Source: an optimization exercise on an open RTL-to-GDS flow (aim: small area). Production flows keep margins and buffers that such runs may drop. In this exercise RTL edits were held to simulation tests only and were not proved equivalent to the original. Power is estimated from default activity; no workload was simulated.

run 1:
## ddr4_access_top
module ddr4_access_top (
      input  wire         pr_logic_clk_clk,
      input  wire         iopll_locked,
      input  wire         pr_logic_mm_waitrequest,
      input  wire [511:0] pr_logic_mm_readdata,
      input  wire         pr_logic_mm_readdatavalid,
      output reg  [4:0]   pr_logic_mm_burstcount,
      output reg  [511:0] pr_logic_mm_writedata,
      output reg  [30:0]  pr_logic_mm_address,
      output reg          pr_logic_mm_write,
      output reg          pr_logic_mm_read,
      output reg  [63:0]  pr_logic_mm_byteenable,
      output reg          pr_logic_mm_debugaccess,
      input  wire         local_cal_success,
      input  wire         local_cal_fail,
      output wire         ddr4a_global_reset,
      output reg          pr_logic_reset,
      output reg          pr_logic_cra_waitrequest,
      output wire [31:0]  pr_logic_cra_readdata,
      output wire         pr_logic_cra_readdatavalid,
      input  wire [0:0]   pr_logic_cra_burstcount,
      input  wire [31:0]  pr_logic_cra_writedata,
      input  wire [13:0]  pr_logic_cra_address,
      input  wire         pr_logic_cra_write,
      input  wire         pr_logic_cra_read,
      input  wire [3:0]   pr_logic_cra_byteenable,
      input  wire         pr_logic_cra_debugaccess,
      input  wire         pr_logic_reset_reset_n
   );
For scale: about 2,800 cells after synthesis, roughly 520 flip-flops, roughly 1,200 I/O pins.
export LEC_CHECK = 0
export CAP_MARGIN = 20
export CORE_AREA = 10 10 270 270
export DIE_AREA = 0 0 280 280
export SLEW_MARGIN = 20
create_clock -name core_clock -period 5.0 [get_ports {pr_logic_clk_clk}]
standard.sh (not shown) runs the stock make flow with config.mk's settings and CLKGATE_MAP_FILE= SYNTH_SCRIPT=/design/flow/synth_recipe.tcl, a recipe that flattens the netlist after the stock synthesis.
==> flow/flow/run.sh <==
#!/bin/bash
# The standard ORFS layout (standard.sh), with these changes:
# - the smallest buffer (buf_1) on every input and output port;
# - pins on met2 and met4 at the top and bottom edges (met3 at the sides);
# - one tie cell per constant instead of one per constant output;
# - a clock tree of small buffers without dummy loads.
set -euo pipefail
export CTS_ARGS="-sink_clustering_enable -repair_clock_nets -dont_use_dummy_load -buf_list sky130_fd_sc_hd__clkbuf_8 -sink_clustering_size 17 -sink_clustering_max_diameter 55"
bash standard.sh "BUFFER_PORTS_ARGS=-buffer_cell sky130_fd_sc_hd__buf_1" "IO_PLACER_V=met2 met4" "SKIP_REPAIR_TIE_FANOUT=1" finish > flow_make.log 2>&1
#### Input delta (run 2 over run 1)
- swapping 0 0 280 280 for 0 0 300 300 in DIE_AREA
- swapping 10 10 270 270 for 10 10 290 290 in CORE_AREA
==> flow/flow/run.sh <==
#!/bin/bash
# Standard ORFS layout with these changes: the smallest buffer (buf_1) on every
# input and output port, vertical-edge pins on met2 and met4, and a clock tree
# of smaller buffers without dummy loads.
set -euo pipefail
export CTS_ARGS="-sink_clustering_enable -repair_clock_nets -dont_use_dummy_load -buf_list sky130_fd_sc_hd__clkbuf_8 -sink_clustering_size 14 -sink_clustering_max_diameter 50"
bash standard.sh "BUFFER_PORTS_ARGS=-buffer_cell sky130_fd_sc_hd__buf_1" "IO_PLACER_V=met2 met4" finish > flow_make.log 2>&1
Findings:
First-pass GRT wire length (run 2 over run 1): decrease, about 5%
| average routed wire per standard cell | run 2 vs run 1 | 3.1 um lower |
Run 2 ended with more post-route cell area than run 1.
Summary — layout clock buffer count, run 2 relative to run 1: higher, by 5.
Run 1 -> run 2: post-synthesis share of cell area spent on and, or, nand and nor gates delta 0, exact match
Compared with run 1, run 2 shows a higher area growth from synthesis to final layout.
Any difference in sequential cell power between run 2 and run 1 is small enough to ignore.
Here is what was changed in the inputs of run 3 compared with run 2.
- changing DIE_AREA from 0 0 300 300 to 0 0 260 260
- changing CORE_AREA from 10 10 290 290 to 10 10 250 250
==> flow/flow/run.sh <==
#!/bin/bash
# Standard ORFS layout with these changes: the smallest buffer (buf_1) on every
# input and output port, pins allowed on every routing track, and a clock tree
# of smaller buffers without dummy loads.
set -euo pipefail
export CTS_ARGS="-sink_clustering_enable -repair_clock_nets -dont_use_dummy_load -buf_list sky130_fd_sc_hd__clkbuf_8 -sink_clustering_size 20 -sink_clustering_max_diameter 60"
bash standard.sh "BUFFER_PORTS_ARGS=-buffer_cell sky130_fd_sc_hd__buf_1" "PLACE_PINS_ARGS=-min_distance 1 -min_distance_in_tracks" finish > flow_make.log 2>&1
==> run summary <==
As the logs show, run 3 stopped at global routing after a tool error, so it never reached the end of the flow.
Delta (run 3 minus run 2): distinct cell type count of the synthesized netlist neither gained nor lost much, CTS buffer count lost 16, width of the die lost about 13%.
Diff run 3..run 2 | register bit total from synthesis | unchanged
Going from run 2 to run 3, site row count lower, final weighted congestion of routability-driven global placement +14%, number of placed instances, taps included now sits lower.
The inputs of run 4 differ from those of run 3 as listed below.
- PLACE_DENSITY: unset -> 0.9
- CORE_AREA: 10 10 250 250 -> 10 10 290 290
- DIE_AREA: 0 0 260 260 -> 0 0 300 300
==> flow/flow/run.sh <==
#!/bin/bash
# The standard ORFS layout (standard.sh), with these changes:
# - the smallest buffer (buf_1) on every input and output port;
# - pins on met2 and met4 at the top and bottom edges (met3 at the sides);
# - one tie cell per constant instead of one per constant output;
# - a clock tree of small buffers without dummy loads.
set -euo pipefail
export CTS_ARGS="-sink_clustering_enable -repair_clock_nets -dont_use_dummy_load -buf_list sky130_fd_sc_hd__clkbuf_8 -sink_clustering_size 17 -sink_clustering_max_diameter 55"
bash standard.sh "BUFFER_PORTS_ARGS=-buffer_cell sky130_fd_sc_hd__buf_1" "IO_PLACER_V=met2 met4" "SKIP_REPAIR_TIE_FANOUT=1" finish > flow_make.log 2>&1
==> run summary <==
Run 4 | status: complete | timing, DRC, antenna: pass
In run 4 relative to run 3, chip width had gone up by more than 10%.
As far as count of buffers inserted at the top-level ports goes, run 3 and run 4 are indistinguishable; the numbers are identical.
Measured against run 3, the die boundary height of run 4 comes out at 1.15 times the reference value.
NOTE placed wire-length estimate run 3->run 4 increased by more than 10%
Re number of flops mapped to enable cells by yosys: no difference whatsoever between run 3 and run 4.
Of run 4 and run 3, it is run 4 that has the lower last weighted congestion value of the routability-driven placer.
Relative to run 3, number of placed instances, taps included has gone up in run 4.
The row count reported for run 4 is greater than that of run 3 by 15.
Run 4 -> run 3: synthesized flop and latch total flat


Setup of build 71:
ddr4_access_top again, from the RTL that the note above started with.
## ddr4_access_top
module ddr4_access_top (
      input  wire         pr_logic_clk_clk,
      input  wire         iopll_locked,
      input  wire         pr_logic_mm_waitrequest,
      input  wire [511:0] pr_logic_mm_readdata,
      input  wire         pr_logic_mm_readdatavalid,
      output reg  [4:0]   pr_logic_mm_burstcount,
      output reg  [511:0] pr_logic_mm_writedata,
      output reg  [30:0]  pr_logic_mm_address,
      output reg          pr_logic_mm_write,
      output reg          pr_logic_mm_read,
      output reg  [63:0]  pr_logic_mm_byteenable,
      output reg          pr_logic_mm_debugaccess,
      input  wire         local_cal_success,
      input  wire         local_cal_fail,
      output wire         ddr4a_global_reset,
      output reg          pr_logic_reset,
      output reg          pr_logic_cra_waitrequest,
      output wire [31:0]  pr_logic_cra_readdata,
      output wire         pr_logic_cra_readdatavalid,
      input  wire [0:0]   pr_logic_cra_burstcount,
      input  wire [31:0]  pr_logic_cra_writedata,
      input  wire [13:0]  pr_logic_cra_address,
      input  wire         pr_logic_cra_write,
      input  wire         pr_logic_cra_read,
      input  wire [3:0]   pr_logic_cra_byteenable,
      input  wire         pr_logic_cra_debugaccess,
      input  wire         pr_logic_reset_reset_n
   );
export LEC_CHECK = 0
export CAP_MARGIN = 20
export CORE_AREA = 10 10 290 290
export DIE_AREA = 0 0 300 300
export SLEW_MARGIN = 20
create_clock -name core_clock -period 5.0 [get_ports {pr_logic_clk_clk}]
==> flow/flow/run.sh <==
#!/bin/bash
# Standard ORFS layout with these changes: the smallest buffer (buf_1) on every
# input and output port, vertical-edge pins on met2 and met4, and a clock tree
# of smaller buffers without dummy loads, and power recovery (downsizing
# cells off the critical paths) after global routing.
set -euo pipefail
export CTS_ARGS="-sink_clustering_enable -repair_clock_nets -dont_use_dummy_load -buf_list sky130_fd_sc_hd__clkbuf_8 -sink_clustering_size 14 -sink_clustering_max_diameter 50"
bash standard.sh "BUFFER_PORTS_ARGS=-buffer_cell sky130_fd_sc_hd__buf_1" "IO_PLACER_V=met2 met4" "RECOVER_POWER=100" finish > flow_make.log 2>&1
Build 71 finished every stage; the final checks, however, were not passed, the failures being capacitance limit, slew limit.
Edits applied to the flow inputs when going from build 71 to build 74:
- a change of CORE_AREA from 10 10 290 290 to 10 10 270 270
- an added PLACE_DENSITY of 0.8
- a change of DIE_AREA from 0 0 300 300 to 0 0 280 280
==> flow/flow/run.sh <==
#!/bin/bash
# The standard ORFS layout (standard.sh), with these changes:
# - the smallest buffer (buf_1) on every input and output port;
# - pins on met2 and met4 at the top and bottom edges (met3 at the sides);
# - one tie cell per constant instead of one per constant output;
# - a clock tree of small buffers without dummy loads.
set -euo pipefail
export CTS_ARGS="-sink_clustering_enable -repair_clock_nets -dont_use_dummy_load -buf_list sky130_fd_sc_hd__clkbuf_8 -sink_clustering_size 17 -sink_clustering_max_diameter 55"
bash standard.sh "BUFFER_PORTS_ARGS=-buffer_cell sky130_fd_sc_hd__buf_1" "IO_PLACER_V=met2 met4" "SKIP_REPAIR_TIE_FANOUT=1" finish > flow_make.log 2>&1
Build 74 finished end to end and its layout was clean on timing, DRC and antenna. In build 74, sequential share of layout area is higher than in build 71. Going from build 71 to build 74, placed instance area decreased about 1.6%; worst setup slack increased 0.41 ns; worst endpoint required time decreased 0.03 ns. Taking build 71 as the reference, in build 74 total number of vias went up 1.8%, share of total power in combinational logic went up 0.6 points. Of build 74 and build 71, the run reporting the lower path length in cells of the critical path was build 71. Max design area across build 74 and build 71: build 71.
diff inputs: build 74 => build 92
- PLACE_DENSITY no longer set, was 0.8
- CORE_AREA now 10 10 290 290, was 10 10 270 270
- DIE_AREA now 0 0 300 300, was 0 0 280 280
Results
Number of tapcells: build 92 vs build 74 up 19%. Row internal power consumption: build 92 higher / build 74 lower. The final design instance area without fill number comes out higher for build 92 vs build 74. Build 92 vs build 74 — non-clock buffer total of the final layout rose 1.3%. Summary of build 92 over build 74: detailed router's first-iteration violation count went down; number of clock buffers in the layout went up. Looking at worst hold slack across both flows, build 92 is the weaker of the two, with build 74 ahead. Build 92 improves on build 74 in wire length.
Relative to build 92, the following input files were edited for build 38:
==> flow/flow/run.sh <==
#!/bin/bash
# Standard ORFS layout with these changes: the smallest buffer (buf_1) on every
# input and output port, pins allowed on every routing track, and a clock tree
# of smaller buffers without dummy loads.
set -euo pipefail
export CTS_ARGS="-sink_clustering_enable -repair_clock_nets -dont_use_dummy_load -buf_list sky130_fd_sc_hd__clkbuf_8 -sink_clustering_size 20 -sink_clustering_max_diameter 60"
bash standard.sh "BUFFER_PORTS_ARGS=-buffer_cell sky130_fd_sc_hd__buf_1" "PLACE_PINS_ARGS=-min_distance 1 -min_distance_in_tracks" finish > flow_make.log 2>&1
--- outcome ---
- Build 38 and build 92: one clean run, build 92; the rest did not finish clean.
- Reported for build 38 and build 92, post-synthesis adder-cell area fraction turned out identical to the last digit.
- Comparing build 38 against build 92, there is no change at all in synthesized cell count.
- As far as summed instance area of the synthesized netlist goes, build 38 and build 92 are indistinguishable; the numbers are identical.
- Compared with build 92, in build 38 number of buffers created by CTS now smaller; worst-case setup slack after placement now larger; sum of net half-perimeters after detailed placement now smaller.


ddr4_access_top, a different RTL version from the one above (not shown whole).
Size in the first run: ~2,400 cells after synthesis, roughly 520 flip-flops, roughly 1,200 I/O pins.
Settings: LEC_CHECK=0, CAP_MARGIN=10, CORE_AREA=10 10 290 290, DIE_AREA=0 0 300 300, PLACE_DENSITY=0.75, SLEW_MARGIN=10; clock period 5.0 ns.
==> flow/flow/run.sh <==
#!/bin/bash
# The standard ORFS layout (standard.sh), with these changes:
# - the smallest buffer (buf_1) on every input and output port;
# - pins on met2 and met4 at the top and bottom edges (met3 at the sides);
# - one tie cell per constant instead of one per constant output;
# - a clock tree of small buffers without dummy loads.
set -euo pipefail
export CTS_ARGS="-sink_clustering_enable -repair_clock_nets -dont_use_dummy_load -buf_list sky130_fd_sc_hd__clkbuf_8 -sink_clustering_size 17 -sink_clustering_max_diameter 55"
bash standard.sh "BUFFER_PORTS_ARGS=-buffer_cell sky130_fd_sc_hd__buf_1" "IO_PLACER_V=met2 met4" "SKIP_REPAIR_TIE_FANOUT=1" finish > flow_make.log 2>&1
The baseline passed the timing, DRC and antenna checks.
Then changed:
--- a/flow/flow/run.sh
+++ b/flow/flow/run.sh
@@ -7,3 +7,3 @@
 set -euo pipefail
-export CTS_ARGS="-sink_clustering_enable -repair_clock_nets -dont_use_dummy_load -buf_list sky130_fd_sc_hd__clkbuf_8 -sink_clustering_size 17 -sink_clustering_max_diameter 55"
+export CTS_ARGS="-sink_clustering_enable -repair_clock_nets -dont_use_dummy_load -buf_list sky130_fd_sc_hd__clkbuf_8 -sink_clustering_size 15 -sink_clustering_max_diameter 50"
 bash standard.sh "BUFFER_PORTS_ARGS=-buffer_cell sky130_fd_sc_hd__buf_1" "IO_PLACER_V=met2 met4" "SKIP_REPAIR_TIE_FANOUT=1" finish > flow_make.log 2>&1
CAP_MARGIN = 20   (was 10)
SLEW_MARGIN = 20   (was 10)
Effect: Via count is about the same. Global-route usage is about the same. Core utilization is higher by 0.18 points. Worst setup slack is worse by 0.053 ns. Hold slack is worse by 0.0035 ns. Synthesized area is unchanged. Final area is higher by 0.48%. Synthesized cell count does not change. Die area is unchanged. Wire length hardly moves.


RTL: one of the versions met above, not the one the previous note started from.
Size: ~2800 cells after synthesis, about 1200 I/O pins.
export LEC_CHECK = 0
export CAP_MARGIN = 20
export CORE_AREA = 10 10 290 290
export DIE_AREA = 0 0 300 300
export PLACE_DENSITY = 0.75
export SLEW_MARGIN = 20
create_clock -name core_clock -period 5.0 [get_ports {pr_logic_clk_clk}]
==> flow/flow/run.sh <==
#!/bin/bash
# The standard ORFS layout (standard.sh), with these changes:
# - the smallest buffer (buf_1) on every input and output port;
# - pins on met2 and met4 at the top and bottom edges (met3 at the sides);
# - one tie cell per constant instead of one per constant output;
# - a clock tree of small buffers without dummy loads.
set -euo pipefail
export CTS_ARGS="-sink_clustering_enable -repair_clock_nets -dont_use_dummy_load -buf_list sky130_fd_sc_hd__clkbuf_8 -sink_clustering_size 17 -sink_clustering_max_diameter 55"
bash standard.sh "BUFFER_PORTS_ARGS=-buffer_cell sky130_fd_sc_hd__buf_1" "IO_PLACER_V=met2 met4" "SKIP_REPAIR_TIE_FANOUT=1" finish > flow_make.log 2>&1
The first run completed without violations.
Next try:
==> flow/flow/run.sh (replaced) <==
#!/bin/bash
# Standard ORFS layout with these changes: the smallest buffer (buf_1) on every
# input and output port, pins allowed on every track, less routing-layer
# derating in global routing, and a clock tree of smaller buffers without
# dummy loads.
set -euo pipefail
export CTS_ARGS="-sink_clustering_enable -repair_clock_nets -dont_use_dummy_load -buf_list sky130_fd_sc_hd__clkbuf_8 -sink_clustering_size 20 -sink_clustering_max_diameter 60"
bash standard.sh "BUFFER_PORTS_ARGS=-buffer_cell sky130_fd_sc_hd__buf_1" "PLACE_PINS_ARGS=-min_distance 1 -min_distance_in_tracks" "ROUTING_LAYER_ADJUSTMENT=0.10" finish > flow_make.log 2>&1
- PLACE_DENSITY: 0.75 -> unset
The changed run stopped in 5_1_grt with GRT-0116.
Area after synthesis does not change.
Synthesized cell count stays the same.
Next try:
==> flow/flow/run.sh (replaced) <==
#!/bin/bash
# Standard ORFS layout with these changes: the smallest buffer (buf_1) on every
# input and output port, vertical-edge pins on met2 and met4, and a clock tree
# of smaller buffers without dummy loads.
set -euo pipefail
export CTS_ARGS="-sink_clustering_enable -repair_clock_nets -dont_use_dummy_load -buf_list sky130_fd_sc_hd__clkbuf_8 -sink_clustering_size 20 -sink_clustering_max_diameter 60"
bash standard.sh "BUFFER_PORTS_ARGS=-buffer_cell sky130_fd_sc_hd__buf_1" "IO_PLACER_V=met2 met4" finish > flow_make.log 2>&1
Result: Now the flow passed the timing, DRC and antenna checks. Synthesized area stays the same. Synthesized cell count is unchanged.
Next try:
==> flow/flow/run.sh (replaced) <==
#!/bin/bash
# Standard ORFS layout with these changes: the smallest buffer (buf_1) on every
# input and output port, vertical-edge pins on met2 and met4, and a clock tree
# of smaller buffers without dummy loads.
set -euo pipefail
export CTS_ARGS="-sink_clustering_enable -repair_clock_nets -dont_use_dummy_load -buf_list sky130_fd_sc_hd__clkbuf_8 -sink_clustering_size 14 -sink_clustering_max_diameter 50"
bash standard.sh "BUFFER_PORTS_ARGS=-buffer_cell sky130_fd_sc_hd__buf_1" "IO_PLACER_V=met2 met4" "SKIP_REPAIR_TIE_FANOUT=1" finish > flow_make.log 2>&1
Result: The new run finished with timing, DRC and antenna clean. Area after synthesis stays the same. Core utilization hardly moves. Combinational power climbs by a few percent. Design area hardly moves. Power climbs by a few percent. First-iteration DRC count drops slightly. Die area is unchanged. Hold slack gets worse by 0.035 ns. Worst setup slack gets better by 0.16 ns. Clock power climbs by about a fifth.

static timing again, ports no longer ideal:
No port has a modelled driver above. Below, the same layouts with a new extraction and two added sets of constraints.
Step 1: set_driving_cell puts a clkbuf_16 on pr_logic_clk_clk and a buf_2 on each other input, an assumption about the parent block.
Step 2 times the ports against the registers' clock, not the clock port: input delays grow and output delays shrink by t, the midpoint of the rising clock arrivals with the driver on.
a / b / c = ideal / step 1 / step 2; a / b = the first two.
run	shift t [ns]	setup slack, ns	pins driven straight from the clock port
run 1	0.705	0.795 / 0.795 / 0.795	1
run 2	0.685	0.770 / 0.770 / 0.770	1
run 4	0.683	0.841 / 0.841 / 0.841	1
build 71	0.680	0.464 / 0.483 / -0.197	1
build 74	0.664	0.876 / 0.876 / 0.876	1
build 92	0.701	0.762 / 0.762 / 0.762	1
the first run of note 3	0.621	1.492 / 1.443 / 0.955	1
the second run of note 3	0.653	1.440 / 1.390 / 0.908	1
the first run of note 4	0.669	0.748 / 0.748 / 0.748	1
the third run of note 4	0.667	0.713 / 0.713 / 0.713	1
the fourth run of note 4	0.706	0.875 / 0.875 / 0.875	1
The setup slack of build 71, which loses most, moves by +0.019 ns with the drivers and by -0.661 ns with both steps.
